This is an optimization exercise on Yosys and OpenROAD, whose aim is small area, not a production implementation. Only simulation tests tie the RTL to the original design; equivalence was not proved. The clock cells of runs 1 to 3 come from the design's own scripts or RTL, not from TritonCTS. No driver is modelled on the clock port, so clock power and skew are understated where the tree is cut down; a real chip needs a root buffer or a tree. No activity file was given, so power comes from the tool's default toggle rates.

--- flow/run.sh ---
#!/bin/bash
# Own layout flow: the standard flow, except
#  - synthesis maps the logic with an area-oriented ABC script and no adder
#    cells (registers are checked to match the standard synthesis),
#  - ports are buffered with the smallest buffer,
#  - clock tree synthesis uses small clock buffers and no dummy loads.
set -euo pipefail
W=$(pwd)
F=$W/flow
R=$W/orfs/results/$FLOW_PLATFORM/digital_clock/base

# 1. the standard synthesis, for its register names
bash standard.sh synth > std_synth.log 2>&1
cp $R/1_2_yosys.v std_netlist.v

# 2. our synthesis
export OWN_ABC_SCRIPT=$F/abc_area.script
make -C $FLOW_HOME DESIGN_CONFIG=$FLOW_CONFIG WORK_HOME=$W/orfs_own CLKGATE_MAP_FILE= \
  SYNTH_SCRIPT=$F/own_synth.tcl ADDER_MAP_FILE= synth > own_synth.log 2>&1
cp $W/orfs_own/results/$FLOW_PLATFORM/digital_clock/base/1_2_yosys.v own_netlist.v
if python3 $F/regs.py std_netlist.v own_netlist.v > regs.log 2>&1; then
  cp own_netlist.v $R/1_2_yosys.v
  touch $R/1_2_yosys.v
else
  echo "registers differ; keeping the standard netlist" >> regs.log
fi

# 3. the rest of the standard flow
export BUFFER_PORTS_ARGS="-buffer_cell sky130_fd_sc_hd__buf_1"
CTS_DEFAULT="-sink_clustering_enable -repair_clock_nets -dont_use_dummy_load -buf_list {sky130_fd_sc_hd__clkbuf_2 sky130_fd_sc_hd__clkbuf_4 sky130_fd_sc_hd__clkbuf_8}"
export CTS_ARGS="${OWN_CTS_ARGS:-$CTS_DEFAULT}"
export OWN_CLK_BUF=${OWN_CLK_BUF:-sky130_fd_sc_hd__clkbuf_8}
export OWN_CLK_NBUF=${OWN_CLK_NBUF:-2}
export POST_CTS_TCL=$F/post_cts.tcl
bash standard.sh finish > finish.log 2>&1
--- flow/abc_area.script ---
strash
&get -n
&deepsyn -T 10
&put
&get -n
&dch -f
&nf -R 1000 -a
&put
strash
&get -n
&dch -f
&nf -R 1000 -a
&put
--- flow/own_synth.tcl ---
# The standard flow's synthesis script (synth_recipe.tcl) with one change: the final ABC
# mapping uses the area-oriented script in this folder (OWN_ABC_SCRIPT).
proc synth {args} { yosys synth -nofsm -noshare {*}$args }
proc abc {args} {
  set i [lsearch -exact $args -script]
  if { $i >= 0 } {
    set args [lreplace $args [expr { $i + 1 }] [expr { $i + 1 }] $::env(OWN_ABC_SCRIPT)]
  }
  yosys abc {*}$args
}
source $::env(SCRIPTS_DIR)/synth.tcl
# left out here: clear keep_hierarchy, flatten, clean up, hide names made inside functions, write 1_2_yosys.v
--- flow/post_cts.tcl ---
# POST_CTS_TCL hook: replace the clock tree that CTS built (a root buffer and
# four leaf buffers) with OWN_CLK_NBUF clock buffers of type OWN_CLK_BUF, each
# driven by the clock port and driving one group of registers (k-means on the
# register locations), placed at its group's centre; then re-legalise.
set block [ord::get_db_block]
set db [ord::get_db]
set clk_net [$block findNet clk]
set nbuf $::env(OWN_CLK_NBUF)
set tree {}
foreach inst [$block getInsts] {
  if { [string match "clkbuf_*" [$inst getName]] } {
    lappend tree $inst
  }
}
# register clock pins and their locations
set pins {}
foreach inst [$block getInsts] {
  if { ![[$inst getMaster] isSequential] } { continue }
  set it [$inst findITerm CLK]
  if { $it == "NULL" } { continue }
  set loc [$inst getLocation]
  lappend pins [list $it [lindex $loc 0] [lindex $loc 1]]
}
# k-means, seeded from the pins sorted by x
set sorted [lsort -integer -index 1 $pins]
set np [llength $sorted]
set cx {}
set cy {}
for { set k 0 } { $k < $nbuf } { incr k } {
  set p [lindex $sorted [expr { int(($k + 0.5) * $np / $nbuf) }]]
  lappend cx [lindex $p 1]
  lappend cy [lindex $p 2]
}
for { set iter 0 } { $iter < 20 } { incr iter } {
  set sx [lrepeat $nbuf 0.0]
  set sy [lrepeat $nbuf 0.0]
  set sn [lrepeat $nbuf 0]
  set assign {}
  foreach p $sorted {
    set best 0
    set bd 1e30
    for { set k 0 } { $k < $nbuf } { incr k } {
      set dx [expr { [lindex $p 1] - [lindex $cx $k] }]
      set dy [expr { [lindex $p 2] - [lindex $cy $k] }]
      set d [expr { abs($dx) + abs($dy) }]
      if { $d < $bd } { set bd $d; set best $k }
    }
    lappend assign $best
    lset sx $best [expr { [lindex $sx $best] + [lindex $p 1] }]
    lset sy $best [expr { [lindex $sy $best] + [lindex $p 2] }]
    lset sn $best [expr { [lindex $sn $best] + 1 }]
  }
  for { set k 0 } { $k < $nbuf } { incr k } {
    if { [lindex $sn $k] > 0 } {
      lset cx $k [expr { [lindex $sx $k] / [lindex $sn $k] }]
      lset cy $k [expr { [lindex $sy $k] / [lindex $sn $k] }]
    }
  }
}
# remove the CTS tree
foreach inst $tree {
  foreach it [$inst getITerms] {
    set net [$it getNet]
    if { $net != "NULL" && [$net getName] != "clk" } {
      $it disconnect
      if { [llength [$net getITerms]] == 0 && [llength [$net getBTerms]] == 0 } {
        odb::dbNet_destroy $net
      }
    }
  }
  odb::dbInst_destroy $inst
}
# new buffers
set buf_master [$db findMaster $::env(OWN_CLK_BUF)]
set nets {}
for { set k 0 } { $k < $nbuf } { incr k } {
  set net [odb::dbNet_create $block "clknet_own_$k"]
  $net setSigType CLOCK
  set buf [odb::dbInst_create $block $buf_master "clkbuf_own_$k"]
  [$buf findITerm A] connect $clk_net
  [$buf findITerm X] connect $net
  $buf setLocation [expr { int([lindex $cx $k]) }] [expr { int([lindex $cy $k]) }]
  $buf setPlacementStatus PLACED
  lappend nets $net
}
foreach p $sorted k $assign {
  set it [lindex $p 0]
  $it disconnect
  $it connect [lindex $nets $k]
}
puts "post_cts: [llength $tree] tree buffers replaced by $nbuf $::env(OWN_CLK_BUF) driving $np clock pins"
detailed_placement
check_placement -verbose
estimate_parasitics -placement
--- flow/regs.py ---
# regs.py std.v own.v: exit 0 when both netlists hold the same registers
# (same instance names, same cell type up to drive strength)
import re, sys
def regs(path):
    out = {}
    for cell, name in re.findall(r'^\s*(sky130_fd_sc_hd__\w+)\s+(\S+)\s*\(', open(path).read(), re.M):
        base = re.sub(r'_\d+$', '', cell.replace('sky130_fd_sc_hd__', ''))
        if base.startswith(('df', 'edf', 'sdf', 'sedf', 'dl')):
            out[name] = base
    return out
a, b = regs(sys.argv[1]), regs(sys.argv[2])
print(len(a), 'registers in the standard netlist,', len(b), 'in ours')
sys.exit(0 if a == b and a else 1)
--- standard.sh ---
#!/bin/bash
# synth_recipe.tcl (not shown) runs the flow's synth.tcl, then flattens the netlist and writes it again
# the make line also repeats each setting of config.mk as NAME=value (left out here)
make -C /OpenROAD-flow-scripts/flow DESIGN_CONFIG=/design/flow/config.mk WORK_HOME=/design/flow/orfs CLKGATE_MAP_FILE= SYNTH_SCRIPT=/design/flow/synth_recipe.tcl "${@:-finish}"
--- config.mk ---
export PLATFORM = sky130hd
export DESIGN_NAME = digital_clock
export DESIGN_NICKNAME = digital_clock
export VERILOG_FILES = /design/flow/design.v
export SDC_FILE = /design/flow/constraint.sdc
export NUM_CORES = 4
export LEC_CHECK = 0
export CAP_MARGIN = 20
export CORE_MARGIN = 2
export CORE_UTILIZATION = 40
export SLEW_MARGIN = 20
--- constraint.sdc ---
create_clock -name core_clock -period 5.0 [get_ports {clk}]
set_input_delay 1.0000 -clock core_clock [delete_from_list [all_inputs] [get_ports {clk}]]
set_output_delay 1.0000 -clock core_clock [all_outputs]
set_load 0.01 [all_outputs]
--- design.v ---
`timescale 1ns / 1ps
module digital_clock(
    output [7:0] seg_out,
    output [3:0] seg_digit,
    input clk,
    input reset
    );
	reg [2:0]  pre;      
	reg [2:0]  sev;      
	reg [10:0] tim;      
	reg [1:0]  sel;      
	reg [3:0]  min01;
	reg [2:0]  min10;
	reg [3:0]  hour01;
	reg [1:0]  hour10;
	wire tend = ~tim[10] & tim[9] & tim[8] & (tim[6:0] == 7'd0);
	wire mtick = tend & pre[1] & pre[0];           
	wire stick = pre[2] & pre[1] & sev[1] & sev[0];   
	wire c1 = min01[3] & min01[1];
	wire c2 = min10[2] & min10[1];
	wire c3 = hour01[3] & hour01[1];
	always @(posedge clk, negedge reset) begin
		if (!reset) begin
			pre <= 3'b000;
			sev <= 3'b000;
			tim <= 11'b00110000000;
			sel <= 0;
			min01 <= 0;
			min10 <= 0;
			hour01 <= 0;
			hour10 <= 0;
		end else begin
			pre <= {pre[1:0], ~pre[0] | pre[2]};
			sev <= {sev[1:0], ~(sev[2] ^ sev[1])};
			tim <= {tim[9:0], ~(tim[10] ^ tim[8]) ^ tend};
			sel <= {sel[1] ^ (sel[0] & stick), sel[0] ^ stick};
			min01[0] <= min01[0] ^ mtick;
			min01[1] <= (min01[1] & ~min01[3]) ^ (mtick & min01[0]);
			min01[2] <= min01[2] ^ (mtick & min01[0] & min01[1]);
			min01[3] <= (min01[3] & ~min01[1]) | (mtick & min01[0] & min01[1] & min01[2]);
			min10[0] <= min10[0] ^ c1;
			min10[1] <= (min10[1] & ~min10[2]) ^ (c1 & min10[0]);
			min10[2] <= (min10[2] & ~min10[1]) | (c1 & min10[0] & min10[1]);
			hour01[0] <= hour01[0] ^ c2;
			hour01[1] <= (hour01[1] & ~hour01[3]) ^ (c2 & hour01[0]);
			hour01[2] <= (hour01[2] & ~hour10[1]) ^ (c2 & hour01[0] & hour01[1]);
			hour01[3] <= (hour01[3] & ~hour01[1]) | (c2 & hour01[0] & hour01[1] & hour01[2]);
			hour10[0] <= hour10[0] ^ c3;
			hour10[1] <= (hour10[1] & ~hour01[2]) | (hour10[0] & c3);
		end
	end
	wire [1:0] dsel = {sel[1] ^ (sel[0] & stick), sel[0] ^ stick};
	assign seg_digit = ~(4'b0001 << dsel);
	wire [3:0] x;
	assign x[3] = ~sel[0] & (sel[1] ? hour01[3] : min01[3]);
	assign x[2] = sel[1] ? (~sel[0] & hour01[2]) : (sel[0] ? min10[2] : min01[2]);
	assign x[1] = sel[1] ? (sel[0] ? hour10[1] : hour01[1]) : (sel[0] ? min10[1] : min01[1]);
	assign x[0] = sel[1] ? (sel[0] ? hour10[0] : hour01[0]) : (sel[0] ? min10[0] : min01[0]);
	assign seg_out[7] = x[3] | x[1] | ~(x[2] ^ x[0]);
	assign seg_out[6] = ~(x[2] & (x[1] ^ x[0]));
	assign seg_out[5] = x[3] | x[2] | ~x[1] | x[0];
	assign seg_out[4] = ~((~x[1] & (x[2] ^ x[0])) | (x[2] & x[1] & x[0]));
	assign seg_out[3] = ~x[0] & (~x[2] | x[1]);
	assign seg_out[2] = ~((~x[3] & ~x[2] & (x[1] | x[0])) | (x[1] & x[0]));
	assign seg_out[1] = ~((~x[3] & ~x[2] & ~x[1]) | (x[2] & x[1] & x[0]) | (x[3] & x[1]));
	assign seg_out[0] = 1'b0;
endmodule
==> results of run 1 <==
## per-layer routing
layer / part of all wire (%) / vias up / global-route usage [%]
met5: 0 / - / 0
met4: 1.5 / 0 / 4.559
met3: 3.1 / 3 / 1.242
met2: 42 / 18 / 18.35
met1: 53 / 337 / 18.17
li1: - / 364 / -
## layout make-up
class                      instances  area [um^2]
multi-input combinational         63        486.7
fill                             303         1834
sequential                        32        803.3
buffer                             2        27.53
timing repair buffer              13        52.55
tap                               46        57.56
inverter                           6        22.52
## layout by cell type (no fill, tap or decap)
cell / Yosys / layout
a211oi_1: 1 / 1
a21o_1: 2 / 2
and2_1: 5 / 5
and4_1: 1 / 1
buf_1: 0 / 12
buf_4: 2 / 1
clkbuf_8: 0 / 2
conb_1: 1 / 1
dfrtp_1: 30 / 30
dfstp_2: 2 / 2
ha_1: 8 / 8
inv_1: 6 / 6
mux2_2: 1 / 1
mux2i_1: 3 / 3
mux4_2: 2 / 2
nand2_1: 7 / 7
nand2b_1: 4 / 4
nand3_1: 3 / 3
nand3b_1: 1 / 1
nor2_1: 7 / 7
nor3_1: 1 / 1
nor4_1: 1 / 1
nor4bb_1: 1 / 1
o21ai_0: 1 / 1
o21ai_2: 1 / 1
o21bai_1: 1 / 1
or2_2: 1 / 1
or3_1: 1 / 1
xnor2_1: 7 / 7
xor2_1: 2 / 2
## critical path, stage by stage, from the launching register on
cell and delay (ns):
dfrtp_1 0.51, mux4_2 0.63, xnor2_1 0.15, or3_1 0.30, buf_1 0.13
## cell usage after synthesis (all sizes together)
cell type / n / area [um^2]
a211oi: 1 / 7.510
a21o: 2 / 15.01
and2: 5 / 31.28
and4: 1 / 8.760
buf: 3 / 26.27
conb: 1 / 3.750
dfrtp: 30 / 750.7
dfstp: 2 / 52.55
ha: 8 / 100.1
inv: 6 / 22.52
mux2: 1 / 11.26
mux2i: 3 / 30.03
mux4: 2 / 45.04
nand2: 7 / 26.28
nand2b: 4 / 25.02
nand3: 3 / 15.01
nand3b: 1 / 7.510
nor2: 7 / 26.28
nor3: 1 / 5.000
nor4: 1 / 6.260
nor4bb: 1 / 10.01
o21ai: 2 / 13.76
o21bai: 1 / 7.510
or2: 1 / 6.260
or3: 1 / 6.260
xnor2: 7 / 61.31
xor2: 2 / 17.52
## power by group
group | total, mW | switching (mW) | leakage [nW] | internal [mW]
logic | 0.00577 | 0.00507 | 0.274 | 0.000698
clock network | 0.0965 | 0.0595 | 0.0144 | 0.0370
registers | 0.259 | 0 | 0.402 | 0.259
## logic make-up (layout without fill, tap and decap cells)
group                    after synthesis  count (layout)  synth area share (%)
AO/OA/AOI/OAI                          6               6                 3.271
XOR/XNOR                               9               9                 5.888
buffers and inverters                  9              21                 3.644
adder cells (fa/ha/maj)                8               8                 7.477
AND/OR/NAND/NOR                       33              33                 12.99
other                                  1               1                0.2801
flip-flops                            32              32                 60.00
multiplexers                           6               6                 6.448
## path summary, 6_finish.rpt
| kind | end | cells after the start |
|---|---|---|
| setup / recovery | seg_out[7] | 4 |
| hold / removal | tim[8]$_DFF_PN1_ | 0 |
| setup reg to reg | min01[2]$_DFF_PN0_ | 6 |
| hold reg to reg | tim[8]$_DFF_PN1_ | 0 |
| max in group asynchronous | tim[8]$_DFF_PN1_ | 2 |
| min in group asynchronous | pre[1]$_DFF_PN0_ | 2 |
## per-stage QoR
| stage | util (%) | hold slack, ns | cells | setup WS, ns |
|---|---|---|---|---|
| floorplan | - | 0.3452 | 104 | 2.479 |
| global placement | 43.31 | 0.3463 | 160 | 2.360 |
| detailed placement | 43.31 | 0.3560 | 160 | 2.308 |
| global route | 44.15 | 0.3767 | 162 | 1.958 |
| finish | 44.15 | 0.3656 | 162 | 2.118 |
## registers in the layout, summed over array words and instances, names as in the netlist, named ones only
name and cells:
sev 3, hour01 4, min10 2, min01 4, pre 3, tim 11
hour10 2, sel 2
==> results.yml, run 1 <==
finish:
  syn_to_final_growth_pct: 8.318
  nNetsFinal: 132
  stdcell_area_um2: 1450
  drive_above_1_share_pct: 8.621
  n_antenna_cell: 0
worst_setup_path:
  start_kind: "flip-flop"
  arrival_ns: 1.88
  cp_data_required_time_ns: 4.00
  worst-path-max-fanout: 6
  r2r-start: "tim[8]$_DFF_PN1_"
  ff2ff_setup_slack_ns: 3.23
  end_kind: "primary output"
  path_class: "flip-flop to primary output"
  startpoint: "sel[0]$_DFF_PN0_"
timing:
  hold_violations: 0
  period_minus_slack_ns: 2.882
  finalCritPeriodShare_pct: 57.65
  setup_violations: 0
  rsz0062_at_grt: "false"
  slew_violations: 0
  tns_ns: 0
  clock_skew_ns: 0.006962
  maxClockFrequency_mhz: 346.9
floorplanning:
  fp.coreArea_um2: 3284
  die_h_um: 61.85
  die_w_um: 61.85
  rows: 21
  boundaryPins: 14
  start_util_pct: 40.76
  dieArea_um2: 3825
routing:
  dr.pass1.iters: 4
  wl_per_cell_um: 11.85
  drtIter0Drc: 19
  drcViolationCount: 0
  detail-route-antenna-nets: 0
  num_vias: 722
  finalWirelength_mm: 1.919
  via_per_inst: 4.457
placed_design:
  placed_cell_area_um2: 1423
  io_buffer_count: 12
  dp_hpwl_mm: 1.440
  gp_congestion: 0.7020
job:
  maxCapViolCount: 0
global_routing:
  grt_pass1_wl_mm: 3.408
  grt_max_degree: 33
  antenna_found_initial: 0
  grt_use_total_pct: 12.14
  overflow: 0
  grt_pass1_vias: 737
clock_tree:
  clkSinkCount: 32
  clk_pin_slew_ns: 0.10
  clk_latency_ns: 0.15
worst_hold_path:
  hp-class: "flip-flop to flip-flop"
  min_from: "tim[7]$_DFF_PN1_"
pwr:
  p_per_area_nw_per_um2: 248.9
  power_mw: 0.3609
  vdd_drop_max_uv: 152.9
  p_leak_nw: 0.6901
logic_synthesis:
  synth_nets: 114
  synth_cell_types: 29
  ys_seq_area_share_pct: 60.00
  syn_area_um2: 1339
  synth-seq-cells: 32
  synth_cells: 104
  yosysWarnings: 1
  avgSynthCellArea_um2: 12.87
status:
  status: "timing/DRC/antenna clean"
==> inputs of run 2 (changes only) <==
--- a/flow/run.sh
+++ b/flow/run.sh
@@ -29,7 +29,7 @@
 export BUFFER_PORTS_ARGS="-buffer_cell sky130_fd_sc_hd__buf_1"
 CTS_DEFAULT="-sink_clustering_enable -repair_clock_nets -dont_use_dummy_load -buf_list {sky130_fd_sc_hd__clkbuf_2 sky130_fd_sc_hd__clkbuf_4 sky130_fd_sc_hd__clkbuf_8}"
 export CTS_ARGS="${OWN_CTS_ARGS:-$CTS_DEFAULT}"
-export OWN_CLK_BUF=${OWN_CLK_BUF:-sky130_fd_sc_hd__clkbuf_8}
-export OWN_CLK_NBUF=${OWN_CLK_NBUF:-2}
+export OWN_CLK_BUF=${OWN_CLK_BUF:-sky130_fd_sc_hd__clkbuf_4}
+export OWN_CLK_NBUF=${OWN_CLK_NBUF:-4}
 export POST_CTS_TCL=$F/post_cts.tcl
 bash standard.sh finish > finish.log 2>&1
==> run 2 against run 1 <==
- core utilization is 0.076 points higher
- via count is 1.9% higher
- final cell count is 1.2% higher
- critical path depth stayed put
- critical path type unchanged
==> results.yml, run 2 <==
timing:
  slew_violations: 0
  tns_ns: 0
  clock_skew_ns: 0.01827
  setup_violations: 0
  hold-worst-slack_ns: 0.3411
  rsz0062_at_grt: "false"
  maxClockFrequency_mhz: 350.2
  period_minus_slack_ns: 2.856
  finalCritPeriodShare_pct: 57.12
  hold_violations: 0
logic_synthesis:
  netlist_top_cells_count: "dfrtp_1, ha_1, nand2_1, nor2_1, xnor2_1"
  yosysWarnings: 1
  yosys.area_share.adder_pct: 7.477
  synth_nets: 114
  yosysTopAreaCell: "dfrtp_1"
  synth_ff_type: "dfrtp_1"
  async_flop_share_pct: 100.0
  synth_compound_area_share_pct: 3.271
  synth.area.top_cells: "dfrtp_1, ha_1, xnor2_1"
  synth-xor-area-share_pct: 5.888
  synth-seq-cells: 32
  synth_simple_gate_area_share_pct: 12.99
  ys_seq_area_share_pct: 60.00
  synth_cells: 104
  synth_edf_count: 0
  synth_top_family_by_area: "simple AND/OR/NAND/NOR gates"
  yosysMostFrequentCell: "dfrtp_1"
  synth_mux_area_share_pct: 6.449
  avgSynthCellArea_um2: 12.87
  syn_area_um2: 1339
  yosysTopAreaCellShare_pct: 56.07
  synth_cell_types: 29
routing:
  detail-route-antenna-nets: 0
  route.met2.wl_um: 818
  met3_length_um: 68
  dr.pass1.iters: 4
  drcViolationCount: 0
  top_layer_used: "met4"
  num_vias: 736
  wl_per_cell_um: 11.68
  finalWirelength_mm: 1.915
  drtIter0Drc: 22
  wl_met1_um: 997
  via_per_inst: 4.488
floorplanning:
  die_w_um: 61.85
  start_util_pct: 40.76
  die_h_um: 61.85
  fp.coreArea_um2: 3284
  boundaryPins: 14
  rows: 21
  dieArea_um2: 3825
placed_design:
  io_buffer_count: 12
  dp_hpwl_mm: 1.440
  placed_cells: 160
  gp_congestion: 0.7020
finish:
  largest_register: "tim"
  largest_reg_flops: 11
  drive_above_1_share_pct: 10.17
  nNetsFinal: 134
  final_common_cell: "dfrtp_1"
  layout.cells.non_filler: 164
  largestRegisters: "tim x11, hour01 x4, min01 x4"
  most-common-layout-cells: "dfrtp_1, buf_1, ha_1"
  n_antenna_cell: 0
  syn_to_final_growth_pct: 8.504
worst_setup_path:
  crit_chain: "mux4_2 > xnor2_1 > or3_1 > buf_1"
  arrival_ns: 1.86
  crit_path_max_incr_delay_ns: 0.63
  critPathTopFamily: "multiplexers"
  end_kind: "primary output"
  crit_buf_inv: 1
  path_class: "flip-flop to primary output"
  worst-path-max-fanout: 6
  r2r-start: "tim[8]$_DFF_PN1_"
  startpoint: "sel[0]$_DFF_PN0_"
  start_kind: "flip-flop"
  cpMaxStageDelayCell: "mux4_2"
  cp_data_required_time_ns: 4.00
global_routing:
  overflow: 0
  grt_pass1_vias: 743
  grt_max_degree: 33
  grt_use_total_pct: 12.36
  grt_pass1_wl_mm: 3.401
  antenna_found_initial: 0
pwr:
  combPwrFrac_pct: 1.6
  p_per_area_nw_per_um2: 247.8
  switching_power_mw: 0.06243
  switching_share_pct: 17.34
  seqPwrFrac_pct: 71.9
  p_int_mw: 0.2975
  p_leak_nw: 0.6941
  vdd_drop_max_uv: 138.3
  p_clk_share_pct: 26.5
status:
  status: "timing/DRC/antenna clean"
worst_hold_path:
  min_from: "tim[7]$_DFF_PN1_"
  hp-class: "flip-flop to flip-flop"
clock_tree:
  clk_latency_ns: 0.16
  clkSinkCount: 32
  clk_pin_slew_ns: 0.10
job:
  maxCapViolCount: 0
## run 2: cell counts after synthesis
No cell type changed its count.
## run 2: path summary, 6_finish.rpt
kind / to / slack (ns) / cells past startpoint
min in group asynchronous: tim[2]$_DFF_PN0_ / 0.83 / 2
setup / recovery: seg_out[7] / 2.14 / 4
hold / removal: tim[8]$_DFF_PN1_ / 0.34 / 0
hold reg to reg: tim[8]$_DFF_PN1_ / 0.34 / 0
setup reg to reg: min01[2]$_DFF_PN0_ / 3.22 / 6
max in group asynchronous: tim[7]$_DFF_PN1_ / 3.83 / 2
## run 2: area by class of cell
type,count,area (um^2)
fillers,307,1832
repair buffers,13,52.55
flip-flops and latches,32,803.3
well taps,46,57.56
multi-input cells,63,486.7
plain buffers,4,30.03
inverters,6,22.52
## run 2: routing by layer
metal,vias up,global-route usage (%)
met4,0,5.471
met3,3,2.484
met1,344,18.03
met2,17,17.89
li1,372,-
met5,-,0
## run 2: power groups by stage
| stage | combinational (mW) | clock [mW] | sequential [mW] |
|---|---|---|---|
| after floorplan | 0.000906 | 0 | 0.264 |
| after global placement | 0.00593 | 0 | 0.264 |
| after detailed placement | 0.00626 | 0 | 0.264 |
| after global routing | 0.00713 | 0.112 | 0.259 |
| final | 0.00575 | 0.0955 | 0.259 |
## run 2: metrics by stage
step,power (mW),instance area (um^2),setup slack (ns),util (%)
floorplan,0.2647,1339,2.479,-
global placement,0.2696,1423,2.360,43.31
detailed placement,0.2700,1423,2.308,43.31
global route,0.3781,1453,1.968,44.23
finish,0.3600,1453,2.144,44.23
## run 2: cells by family (layout without fill, tap and decap cells)
| family | after synthesis | after routing |
|---|---|---|
| xor gates and xnor gates | 9 | 9 |
| and+or+nand+nor | 33 | 33 |
| muxes | 6 | 6 |
| other | 1 | 1 |
| buffers and inverters | 9 | 23 |
| DFF | 32 | 32 |
| adders and majority gates | 8 | 8 |
| AOI/OAI and AO/OA | 6 | 6 |
==> inputs of run 3 (changes only) <==
--- a/flow/run.sh
+++ b/flow/run.sh
@@ -30,6 +30,6 @@
 CTS_DEFAULT="-sink_clustering_enable -repair_clock_nets -dont_use_dummy_load -buf_list {sky130_fd_sc_hd__clkbuf_2 sky130_fd_sc_hd__clkbuf_4 sky130_fd_sc_hd__clkbuf_8}"
 export CTS_ARGS="${OWN_CTS_ARGS:-$CTS_DEFAULT}"
 export OWN_CLK_BUF=${OWN_CLK_BUF:-sky130_fd_sc_hd__clkbuf_4}
-export OWN_CLK_NBUF=${OWN_CLK_NBUF:-4}
+export OWN_CLK_NBUF=${OWN_CLK_NBUF:-3}
 export POST_CTS_TCL=$F/post_cts.tcl
 bash standard.sh finish > finish.log 2>&1
--- a/config.mk
+++ b/config.mk
@@ -7,5 +7,6 @@
 export LEC_CHECK = 0
 export CAP_MARGIN = 20
 export CORE_MARGIN = 2
-export CORE_UTILIZATION = 40
+export CORE_UTILIZATION = 70
+export PLACE_DENSITY = 0.75
 export SLEW_MARGIN = 20
==> run 3 against run 2 <==
- critical path depth stayed put
- final area is 2.3% lower
- highest routed layer unchanged
- sequential share of layout area is 1.3 points higher
- fmax is 1.4% higher
- via count is 2.4% higher
- largest cell class unchanged
- flip-flop and latch count stayed put
- die area is 40% lower
- global-route usage is 6.9 points higher
- sequential power hardly changed
- first-iteration DRC count is 77% lower
- total power is 3.3% lower
==> results.yml, run 3 <==
worst_setup_path:
  r2r-start: "tim[8]$_DFF_PN1_"
  cp_data_required_time_ns: 4.00
  worst-path-max-fanout: 6
  arrival_ns: 1.82
  worstReg2RegEnd: "min01[2]$_DFF_PN0_"
  path_class: "flip-flop to primary output"
  end_kind: "primary output"
  ff2ff_path_depth: 6
  start_kind: "flip-flop"
  ff2ff_setup_slack_ns: 3.12
finish:
  largest_register: "tim"
  drive_above_1_share_pct: 9.402
  final_common_cell: "dfrtp_1"
  syn_to_final_growth_pct: 5.981
  stdcell_area_um2: 1419
  most-common-layout-cells: "dfrtp_1, buf_1, ha_1"
  n_antenna_cell: 0
  largest_reg_flops: 11
  nNetsFinal: 133
  largestRegisters: "tim x11, hour01 x4, min01 x4"
pwr:
  seqPwrFrac_pct: 74.4
  switching_power_mw: 0.05979
  vdd_drop_max_uv: 289.7
  p_leak_nw: 0.6895
  p_clk_share_pct: 24.0
  power_mw: 0.3480
  p_per_area_nw_per_um2: 245.3
  switching_share_pct: 17.18
  combPwrFrac_pct: 1.6
  p_int_mw: 0.2883
logic_synthesis:
  async_flop_share_pct: 100.0
  synth_edf_count: 0
  yosysTopAreaCellShare_pct: 56.07
  syn_area_um2: 1339
  synth-seq-cells: 32
  synth.area.top_cells: "dfrtp_1, ha_1, xnor2_1"
  synth_nets: 114
  synth-xor-area-share_pct: 5.888
  synth_mux_area_share_pct: 6.449
  yosysMostFrequentCell: "dfrtp_1"
  synth_ff_type: "dfrtp_1"
  yosys.area_share.adder_pct: 7.477
  yosysWarnings: 1
  synth_cell_types: 29
  synth_simple_gate_area_share_pct: 12.99
  synth_compound_area_share_pct: 3.271
  synth_top_family_by_area: "simple AND/OR/NAND/NOR gates"
  ys_seq_area_share_pct: 60.00
  yosysTopAreaCell: "dfrtp_1"
  avgSynthCellArea_um2: 12.87
  synth_cells: 104
  netlist_top_cells_count: "dfrtp_1, ha_1, nand2_1, nor2_1, xnor2_1"
global_routing:
  grt_max_degree: 33
  grt_use_total_pct: 19.26
  overflow: 0
  grt_pass1_wl_mm: 2.932
  grt_pass1_vias: 639
  antenna_found_initial: 0
job:
  maxCapViolCount: 0
placed_design:
  io_buffer_count: 12
  gp_congestion: 0.7976
  placed_cell_area_um2: 1396
  dp_hpwl_mm: 1.430
routing:
  drcViolationCount: 0
  wl_per_cell_um: 12.94
  via_per_inst: 5.310
  finalWirelength_mm: 1.838
  num_vias: 754
  detail-route-antenna-nets: 0
  drtIter0Drc: 5
  dr.pass1.iters: 4
clock_tree:
  clk_latency_ns: 0.18
  clk_pin_slew_ns: 0.12
  clkSinkCount: 32
timing:
  hold_violations: 0
  setup_violations: 0
  period_minus_slack_ns: 2.817
  slew_violations: 0
  rsz0062_at_grt: "false"
  maxClockFrequency_mhz: 355.0
  tns_ns: 0
  hold-worst-slack_ns: 0.3382
  finalCritPeriodShare_pct: 56.34
  clock_skew_ns: 0.04520
floorplanning:
  dieArea_um2: 2278
  die_w_um: 47.73
  die_h_um: 47.73
  rows: 15
  fp.coreArea_um2: 1764
  boundaryPins: 14
  start_util_pct: 75.89
worst_hold_path:
  hold_end: "tim[8]$_DFF_PN1_"
  hp-class: "flip-flop to flip-flop"
  min_from: "tim[7]$_DFF_PN1_"
  min_path_cells: 0
status:
  status: "timing/DRC/antenna clean"
==> run 3: changes by cell type in the layout (fill, tap and decap cells not counted), sizes merged <==
cell	change
clkbuf	-1
==> run 3: cells by family (layout without fill, tap and decap cells) <==
logic type | count (synthesis) | after routing
simple gates | 33 | 33
flops | 32 | 32
xor+xnor | 9 | 9
buf+inv | 9 | 22
fa+ha+maj | 8 | 8
compound gates | 6 | 6
mux | 6 | 6
other cells | 1 | 1
==> run 3: cell type report <==
| cell class | count | area [um^2] |
|---|---|---|
| flip-flops and latches | 32 | 803.3 |
| inverters | 6 | 22.52 |
| fillers | 104 | 345.3 |
| repair buffers | 13 | 52.55 |
| plain buffers | 3 | 22.52 |
| well taps | 25 | 31.28 |
| multi-input cells | 63 | 486.7 |
==> run 3: per-layer routing <==
layer / part of all wire (%) / GRT usage, % / wire length, um / vias to the layer above
li1: - / - / - / 373
met1: 52 / 31.12 / 964 / 365
met2: 44 / 26.67 / 801 / 12
met3: 2.6 / 4.528 / 48 / 4
met4: 1.3 / 5.405 / 23 / 0
met5: 0 / 0 / 0 / -
==> run 3: worst max-delay path by stage <==
stage	startpoint	to	slack (ns)	cells after the start
6_report	sel[0]$_DFF_PN0_	seg_out[7]	2.18	4
2_1_floorplan	sel[0]$_DFF_PN0_	seg_out[7]	2.48	4
3_5_place_dp	sel[0]$_DFF_PN0_	seg_out[7]	2.33	4
5_1_grt	sel[0]$_DFF_PN0_	seg_out[2]	2.07	6
3_3_place_gp	sel[0]$_DFF_PN0_	seg_out[7]	2.37	4
==> run 3: power groups by stage <==
stage | clock (mW) | combinational (mW) | sequential (mW)
after floorplan | 0 | 0.000906 | 0.264
after global placement | 0 | 0.00581 | 0.264
after detailed placement | 0 | 0.00591 | 0.264
after global routing | 0.0951 | 0.00703 | 0.259
final | 0.0836 | 0.00562 | 0.259
==> run 3: worst max-delay path, cell delays in order (launching register included) <==
cell and delay [ns]:
dfrtp_1 0.47, mux4_2 0.62, xnor2_1 0.15, or3_1 0.31
buf_1 0.13
==> run 3: stage by stage <==
step	instances	worst slack [ns]	util, %
2_1_floorplan	104	2.479	-
3_3_place_gp	139	2.365	79.15
3_5_place_dp	139	2.334	79.15
5_1_grt	142	2.066	80.43
6_report	142	2.183	80.43
==> inputs of run 4 (changes only) <==
--- a/flow/run.sh
+++ b/flow/run.sh
@@ -29,7 +29,4 @@
 export BUFFER_PORTS_ARGS="-buffer_cell sky130_fd_sc_hd__buf_1"
 CTS_DEFAULT="-sink_clustering_enable -repair_clock_nets -dont_use_dummy_load -buf_list {sky130_fd_sc_hd__clkbuf_2 sky130_fd_sc_hd__clkbuf_4 sky130_fd_sc_hd__clkbuf_8}"
 export CTS_ARGS="${OWN_CTS_ARGS:-$CTS_DEFAULT}"
-export OWN_CLK_BUF=${OWN_CLK_BUF:-sky130_fd_sc_hd__clkbuf_4}
-export OWN_CLK_NBUF=${OWN_CLK_NBUF:-3}
-export POST_CTS_TCL=$F/post_cts.tcl
 bash standard.sh finish > finish.log 2>&1
--- a/config.mk
+++ b/config.mk
@@ -7,6 +7,5 @@
 export LEC_CHECK = 0
 export CAP_MARGIN = 20
 export CORE_MARGIN = 2
-export CORE_UTILIZATION = 70
-export PLACE_DENSITY = 0.75
+export CORE_UTILIZATION = 40
 export SLEW_MARGIN = 20
removed: flow/post_cts.tcl
==> run 4 against run 3 <==
- register-to-register slack improved by 0.09 ns
- core utilization fell by 36 points
- worst hold slack improved by 0.027 ns
- combinational power rose by 2%
- flip-flop and latch count did not move
- die area rose by 68%
- clock skew fell by 0.030 ns
- fmax fell by 7.1%
- wire length rose by 7.0%
- critical path depth did not move
- total power rose by 10%
- largest cell class unchanged
==> results.yml, run 4 <==
worst_setup_path:
  crit_path_max_incr_delay_ns: 0.63
  cpMaxStageDelayCell: "mux4_2"
  crit_chain: "mux4_2 > xnor2_1 > or3_1 > buf_1"
  cp_data_required_time_ns: 4.00
  start_kind: "flip-flop"
  arrival_ns: 2.03
  end_kind: "primary output"
  crit_buf_inv: 1
  critPathTopFamily: "multiplexers"
  path_class: "flip-flop to primary output"
  worst-path-max-fanout: 6
pwr:
  p_clk_share_pct: 31.2
  p_per_area_nw_per_um2: 263.1
  power_mw: 0.3842
  combPwrFrac_pct: 1.5
  p_leak_nw: 0.6987
  switching_share_pct: 20.30
  switching_power_mw: 0.07797
  vdd_drop_max_uv: 164.0
  p_int_mw: 0.3062
  seqPwrFrac_pct: 67.3
routing:
  drtIter0Drc: 27
  finalWirelength_mm: 1.966
  drcViolationCount: 0
  dr.pass1.iters: 4
  detail-route-antenna-nets: 0
  num_vias: 736
  wl_per_cell_um: 11.92
  via_per_inst: 4.461
floorplanning:
  boundaryPins: 14
  start_util_pct: 40.76
  die_h_um: 61.85
  die_w_um: 61.85
  fp.coreArea_um2: 3284
  rows: 21
  dieArea_um2: 3825
timing:
  rsz0062_at_grt: "false"
  tns_ns: 0
  slew_violations: 0
  setup_violations: 0
  clock_skew_ns: 0.01543
  finalCritPeriodShare_pct: 60.67
  period_minus_slack_ns: 3.034
  maxClockFrequency_mhz: 329.7
  hold_violations: 0
clock_tree:
  cts.path.max_buffers: 2
  cts_root_buf: "clkbuf_4"
  clk_pin_slew_ns: 0.09
  cts_tree: "done"
  clkSinkCount: 32
  cts_htree_levels: 2
  cts_resized: 0
  cts-hold-fix-buffers: 0
  clk_latency_ns: 0.32
  cts_setup_buffers: 0
  cts_buffers: 5
finish:
  n_antenna_cell: 0
  most-common-layout-cells: "dfrtp_1, buf_1, ha_1"
  syn_to_final_growth_pct: 9.065
  drive_above_1_share_pct: 10.92
  final_common_cell: "dfrtp_1"
  nFillCells: 309
  nNetsFinal: 131
  largest_register: "tim"
  largest_reg_flops: 11
  largestRegisters: "tim x11, hour01 x4, min01 x4"
logic_synthesis:
  synth_nets: 114
  syn_area_um2: 1339
  ys_seq_area_share_pct: 60.00
  yosysTopAreaCell: "dfrtp_1"
  yosysMostFrequentCell: "dfrtp_1"
  netlist_top_cells_count: "dfrtp_1, ha_1, nand2_1, nor2_1, xnor2_1"
  yosysWarnings: 1
  avgSynthCellArea_um2: 12.87
  synth_cell_types: 29
  synth_ff_type: "dfrtp_1"
  synth_cells: 104
  yosysTopAreaCellShare_pct: 56.07
  synth_edf_count: 0
  async_flop_share_pct: 100.0
  synth.area.top_cells: "dfrtp_1, ha_1, xnor2_1"
  synth-seq-cells: 32
placed_design:
  dp_hpwl_mm: 1.440
  io_buffer_count: 12
  gp_congestion: 0.7020
job:
  maxCapViolCount: 0
global_routing:
  overflow: 0
  grt_pass1_vias: 754
  grt_pass1_wl_mm: 3.505
  grt_max_degree: 33
  grt_use_total_pct: 13.32
  antenna_found_initial: 0
status:
  status: "timing/DRC/antenna clean"
worst_hold_path:
  hp-class: "flip-flop to flip-flop"
==> run 4: cell type report <==
class	instances	area (um^2)	area share (%)
Clock buffer	5	37.54	2.571
Inverter	6	22.52	1.542
Tap cell	46	57.56	3.942
Multi-Input combinational cell	63	486.7	33.33
Timing Repair Buffer	13	52.55	3.599
Sequential cell	32	803.3	55.01
==> run 4: logic make-up (layout without fill, tap and decap cells) <==
group,count (synthesis),in the layout,synth area share (%)
AO/OA/AOI/OAI,6,6,3.271
XOR/XNOR,9,9,5.888
adder cells (fa/ha/maj),8,8,7.477
buffers and inverters,9,24,3.644
flip-flops,32,32,60.00
multiplexers,6,6,6.448
other,1,1,0.2801
AND/OR/NAND/NOR,33,33,12.99
==> run 4: final timing paths <==
kind	start	cells past startpoint	slack, ns	end
worst min register to register	tim[4]$_DFF_PN0_	0	0.36	tim[5]$_DFF_PN0_
max in group asynchronous	reset	2	4.01	tim[7]$_DFF_PN1_
worst min-delay path	tim[4]$_DFF_PN0_	0	0.36	tim[5]$_DFF_PN0_
worst max register to register	tim[8]$_DFF_PN1_	6	3.21	min01[2]$_DFF_PN0_
min in group asynchronous	reset	2	0.68	tim[1]$_DFF_PN0_
worst max-delay path	sel[0]$_DFF_PN0_	4	1.97	seg_out[7]
==> run 4: per-layer routing <==
layer / GRT usage, % / vias up / share of wire, %
met2: 18.65 / 21 / 42
met3: 5.590 / 2 / 5.2
li1: - / 373 / -
met5: 0 / - / 0
met4: 5.471 / 0 / 1.3
met1: 18.30 / 340 / 51
==> run 4: through the flow <==
| step | setup slack [ns] | hold slack, ns | util, % | std cells | area [um^2] |
|---|---|---|---|---|---|
| after floorplan | 2.479 | 0.3452 | - | 104 | 1339 |
| after global placement | 2.360 | 0.3463 | 43.31 | 160 | 1423 |
| after detailed placement | 2.308 | 0.3560 | 43.31 | 160 | 1423 |
| after CTS | 1.939 | 0.3682 | 44.46 | 165 | 1460 |
| after global routing | 1.778 | 0.3775 | 44.46 | 165 | 1460 |
| final | 1.966 | 0.3648 | 44.46 | 165 | 1460 |
==> run 4: power groups by stage <==
| stage | clock [mW] | sequential (mW) | combinational [mW] |
|---|---|---|---|
| finish | 0.120 | 0.259 | 0.00575 |
| CTS | 0.128 | 0.259 | 0.00628 |
| detailed placement | 0 | 0.264 | 0.00626 |
| global placement | 0 | 0.264 | 0.00593 |
| global route | 0.142 | 0.259 | 0.00713 |
| floorplan | 0 | 0.264 | 0.000906 |

## static timing again, ports no longer ideal
How much do the figures lean on ideal ports? The routed layouts below were timed once more, with nothing changed but the port constraints. Step 1 sets driving cells, clkbuf_16 on the clock port and buf_2 on the other inputs (assumed; they add their load-dependent delay and slew). Step 2 also shifts input and output timing later by t, the mid clock arrival at the registers, as if the neighbouring blocks saw the same clock. a / b / c = ideal ports / drivers / drivers and shift; a / b = the first two.
run | shift t [ns] | slack for setup (ns) | worst setup path at the end | worst register clock-pin slew, ns | worst data-port slew with drivers (ns)
run 1 | 0.179 | 2.118 / 2.086 / 2.266 | register to output | 0.10 / 0.10 | 0.03
run 2 | 0.181 | 2.144 / 2.107 / 2.289 | register to output | 0.10 / 0.10 | 0.03
run 3 | 0.185 | 2.183 / 2.153 / 2.339 | register to output | 0.12 / 0.12 | 0.03
run 4 | 0.329 | 1.966 / 1.948 / 2.277 | register to output | 0.09 / 0.09 | 0.03
After both steps every run listed still meets setup and hold.
